Context: an optimization exercise on an open-source flow, tuned for small area. The choices shown serve that exercise and are no tape-out recipe. RTL that was checked went through simulation tests only; none was proved equivalent to the original. Power is estimated from default activity; no workload was simulated. The clock port is modelled as an ideal driver; clocking choices that lean on that would not hold on a real chip.

== before ==
==> module processor, before the edit <==
module processor
(
    input clk, reset,
    output [5:0]  imem_addr,
    input  [31:0] imem_data,
    output [6:0]  dmem_addr,
    output [31:0] dmem_wdata,
    output        dmem_we,
    input  [31:0] dmem_rdata,
    output        result_valid,
    output [31:0] Result
);
    wire [31:0] w = imem_data;
    reg  [10:0] cnt;
    wire [4:0]  c = cnt[4:0];
    wire        last = &c;
    wire        first = ~|c;
    assign imem_addr = cnt[10:5];
    always @(posedge clk)
        if (reset) cnt <= 11'd0;
        else       cnt <= cnt + 11'd1;
    reg clr;
    always @(posedge clk)
        clr <= reset | (clr & ~last);
    wire is_r  = w[6:0] == 7'b0110011;
    wire is_i  = w[6:0] == 7'b0010011;
    wire is_l  = w[6:0] == 7'b0000011;
    wire is_s  = w[6:0] == 7'b0100011;
    wire ls    = is_l | is_s;
    wire [2:0] f3 = w[14:12];
    wire [6:0] f7 = w[31:25];
    wire op_sub = ~ls & is_r & (f3 == 3'd0) & (f7 == 7'h20);
    wire op_add = ls ? (f3 == 3'd2) : ((f3 == 3'd0) & (~is_r | (f7 == 7'h00)));
    wire op_slt = ~ls & (f3 == 3'd2);
    wire op_nor = ~ls & (f3 == 3'd4);
    wire op_or  = ~ls & (f3 == 3'd6);
    wire alu_src = ls | is_i;
    wire wr_rd  = is_r | is_i | is_l;
    reg  [4:0] rd_prev;
    reg        wb_en;
    reg  [31:0] s;           
    wire wd = s[0] & ~clr;
    reg  [1023:0] rf;
    wire [31:0] rin;         
    genvar k;
    generate
        for (k = 0; k < 32; k = k + 1) begin : g_ring
            wire we = clr | (wb_en & (rd_prev == k));
            assign rin[k] = we ? wd : rf[32*k];
            always @(posedge clk)
                rf[32*k +: 32] <= {rin[k], rf[32*k+1 +: 31]};
        end
    endgenerate
    wire a  = rin[w[19:15]];
    wire r2 = rin[w[24:20]];
    reg imm;
    always @(*) begin
        if (c >= 5'd11)            imm = w[31];
        else if (is_s && c < 5'd5) imm = w[7 + c];
        else                       imm = w[20 + c];
    end
    wire b   = alu_src ? imm : r2;
    wire inv = op_sub | op_slt;
    wire bb  = b ^ inv;
    reg  carry;
    wire cin  = first ? inv : carry;
    wire sum  = a ^ bb ^ cin;
    wire cout = (a & bb) | (a & cin) | (bb & cin);
    always @(posedge clk) carry <= cout;
    wire alu = (op_add | op_sub) ? sum :
               op_slt ? 1'b0 :
               op_or  ? (a | b) :
               op_nor ? ~(a | b) :
               (a & b);
    wire lt = a ^ bb ^ cout;
    wire slt_fix = op_slt & lt & last;
    wire ld_cap = is_l & last;
    always @(posedge clk) begin
        if (ld_cap) s <= dmem_rdata;
        else        s <= {alu, s[31:2], s[1] | slt_fix};
    end
    reg [31:1] d;
    always @(posedge clk) d <= {r2, d[31:2]};
    always @(posedge clk)
        if (last) begin
            rd_prev <= w[11:7];
            wb_en   <= wr_rd;
        end
    assign Result       = {alu, s[31:2], s[1] | slt_fix};
    assign result_valid = last & ~reset;
    assign dmem_addr    = s[9:3];
    assign dmem_wdata   = {r2, d[31:1]};
    assign dmem_we      = is_s & last & ~reset;
endmodule
export LEC_CHECK = 0
export CAP_MARGIN = 20
export CORE_MARGIN = 2
export CORE_UTILIZATION = 40
export SLEW_MARGIN = 20
create_clock -name core_clock -period 11.0 [get_ports {clk}]
standard.sh (not shown) runs the stock make flow with config.mk's settings and CLKGATE_MAP_FILE= SYNTH_SCRIPT=/design/flow/synth_recipe.tcl, a recipe that flattens the netlist after the stock synthesis.
==> flow/flow/run.sh <==
#!/bin/bash
# Standard ORFS flow with smaller port buffers and a leaner clock tree.
set -euo pipefail
export BUFFER_PORTS_ARGS="-buffer_cell sky130_fd_sc_hd__buf_1"
export CTS_ARGS="-sink_clustering_enable -repair_clock_nets -dont_use_dummy_load -buf_list sky130_fd_sc_hd__clkbuf_16 -sink_clustering_size 32 -sink_clustering_max_diameter 100"
bash standard.sh > standard.log 2>&1
Changes in after relative to before:
==> flow/design.v, changed modules only <==
module processor
(
    input clk, reset,
    output [5:0]  imem_addr,
    input  [31:0] imem_data,
    output [6:0]  dmem_addr,
    output [31:0] dmem_wdata,
    output        dmem_we,
    input  [31:0] dmem_rdata,
    output        result_valid,
    output [31:0] Result
);
    wire [31:0] w = imem_data;
    reg  [10:0] cnt;
    wire [4:0]  c = cnt[4:0];
    wire        last = &c;
    wire        first = ~|c;
    assign imem_addr = cnt[10:5];
    always @(posedge clk)
        if (reset) cnt <= 11'd0;
        else       cnt <= cnt + 11'd1;
    reg clr;
    always @(posedge clk)
        clr <= reset | (clr & ~last);
    wire is_r  = w[6:0] == 7'b0110011;
    wire is_i  = w[6:0] == 7'b0010011;
    wire is_l  = w[6:0] == 7'b0000011;
    wire is_s  = w[6:0] == 7'b0100011;
    wire ls    = is_l | is_s;
    wire [2:0] f3 = w[14:12];
    wire [6:0] f7 = w[31:25];
    wire op_sub = ~ls & is_r & (f3 == 3'd0) & (f7 == 7'h20);
    wire op_add = ls ? (f3 == 3'd2) : ((f3 == 3'd0) & (~is_r | (f7 == 7'h00)));
    wire op_slt = ~ls & (f3 == 3'd2);
    wire op_nor = ~ls & (f3 == 3'd4);
    wire op_or  = ~ls & (f3 == 3'd6);
    wire alu_src = ls | is_i;
    wire wr_rd  = is_r | is_i | is_l;
    reg  [4:0] rd_prev;
    reg        wb_en;
    reg  [31:0] s;           
    wire wd = s[0] & ~clr;
    reg  [1023:0] rf;
    wire [31:0] rin;         
    genvar k;
    generate
        for (k = 0; k < 32; k = k + 1) begin : g_ring
            wire we = clr | (wb_en & (rd_prev == k));
            assign rin[k] = we ? wd : rf[32*k];
            always @(posedge clk)
                rf[32*k +: 32] <= {rin[k], rf[32*k+1 +: 31]};
        end
    endgenerate
    wire a  = rin[w[19:15]];
    wire r2 = rin[w[24:20]];
    reg imm;
    always @(*) begin
        if (c >= 5'd11)            imm = w[31];
        else if (is_s && c < 5'd5) imm = w[7 + c];
        else                       imm = w[20 + c];
    end
    wire b     = alu_src ? imm : r2;
    wire inv   = op_sub | op_slt;
    wire arith = op_add | inv;
    wire bb    = b ^ inv;
    reg  carry;
    wire cin   = arith ? (first ? inv : carry) : (op_or | op_nor);
    wire sum   = a ^ bb ^ cin;
    wire maj   = (a & bb) | (a & cin) | (bb & cin);
    always @(posedge clk) carry <= maj;
    wire alu = (op_add | op_sub) ? sum :
               op_slt ? 1'b0 : (maj ^ op_nor);
    wire lt = a ^ bb ^ maj;
    wire slt_fix = op_slt & lt & last;
    wire ld_cap = is_l & last;
    always @(posedge clk) begin
        if (ld_cap) s <= dmem_rdata;
        else        s <= {alu, s[31:2], s[1] | slt_fix};
    end
    reg [31:1] d;
    always @(posedge clk) d <= {r2, d[31:2]};
    always @(posedge clk)
        if (last) begin
            rd_prev <= w[11:7];
            wb_en   <= wr_rd;
        end
    assign Result       = {alu, s[31:2], s[1] | slt_fix};
    assign result_valid = last & ~reset;
    assign dmem_addr    = s[9:3];
    assign dmem_wdata   = {r2, d[31:1]};
    assign dmem_we      = is_s & last & ~reset;
endmodule
--- outcome ---
- Maximum vdd drop, after vs before: down by more than 10%
- The number of nets in the layout reported for after is smaller than that of before by 61.
- after vs. before: vertical extent of the die has decreased; boundary pin count has remained practically unchanged.
- Via count came out lower on after than on before.
- On relative area change from synthesis to final layout, the lower figure sits with before, not after.
- Clock power: after vs before — no meaningful difference
- Number of cell rows (after over before): decrease, 1
- | clock distribution area overhead in the final layout | before vs after | ≈ equal |
- Shortest clock period the worst path allows after layout delta (after − before): unfavourable
- before -> after: count of H-tree levels built during CTS delta 0, exact match
- From before to after the numbers moved as follows: length of routed met3 wiring now smaller; final wirelength lower; fraction of power consumed by the clock network went up by 0.4 points.
Function not checked in after: the RTL went through the layout flow alone.

==> what the ideal ports hide <==
The results above use ideal ports. As a check the final layouts listed here were re-extracted and re-timed, cells and wires unchanged.
Step 1 assumes that a clkbuf_16 drives the clock port and a buf_2 every other input.
Step 2 adds t to the input delays and takes it off the output delays; t is the mean of the earliest and latest rising clock arrival at the registers after step 1. Input paths then give back, and output paths get back, about the clock's delay inside the block.
Slacks: no drivers / after step 1 / after step 2; pairs: no drivers / after step 1.
run	shift t [ns]	setup slack, ns	worst data-port slew with drivers (ns)	cell pins on the clock port's net
before	0.622	2.925 / 2.867 / 2.867	0.09	1
after	0.621	2.379 / 2.355 / 2.355	0.07	1
After both steps every run listed still meets setup and hold. For before, which loses most, drivers alone change the setup slack by -0.058 ns; drivers and shift together by -0.058 ns.
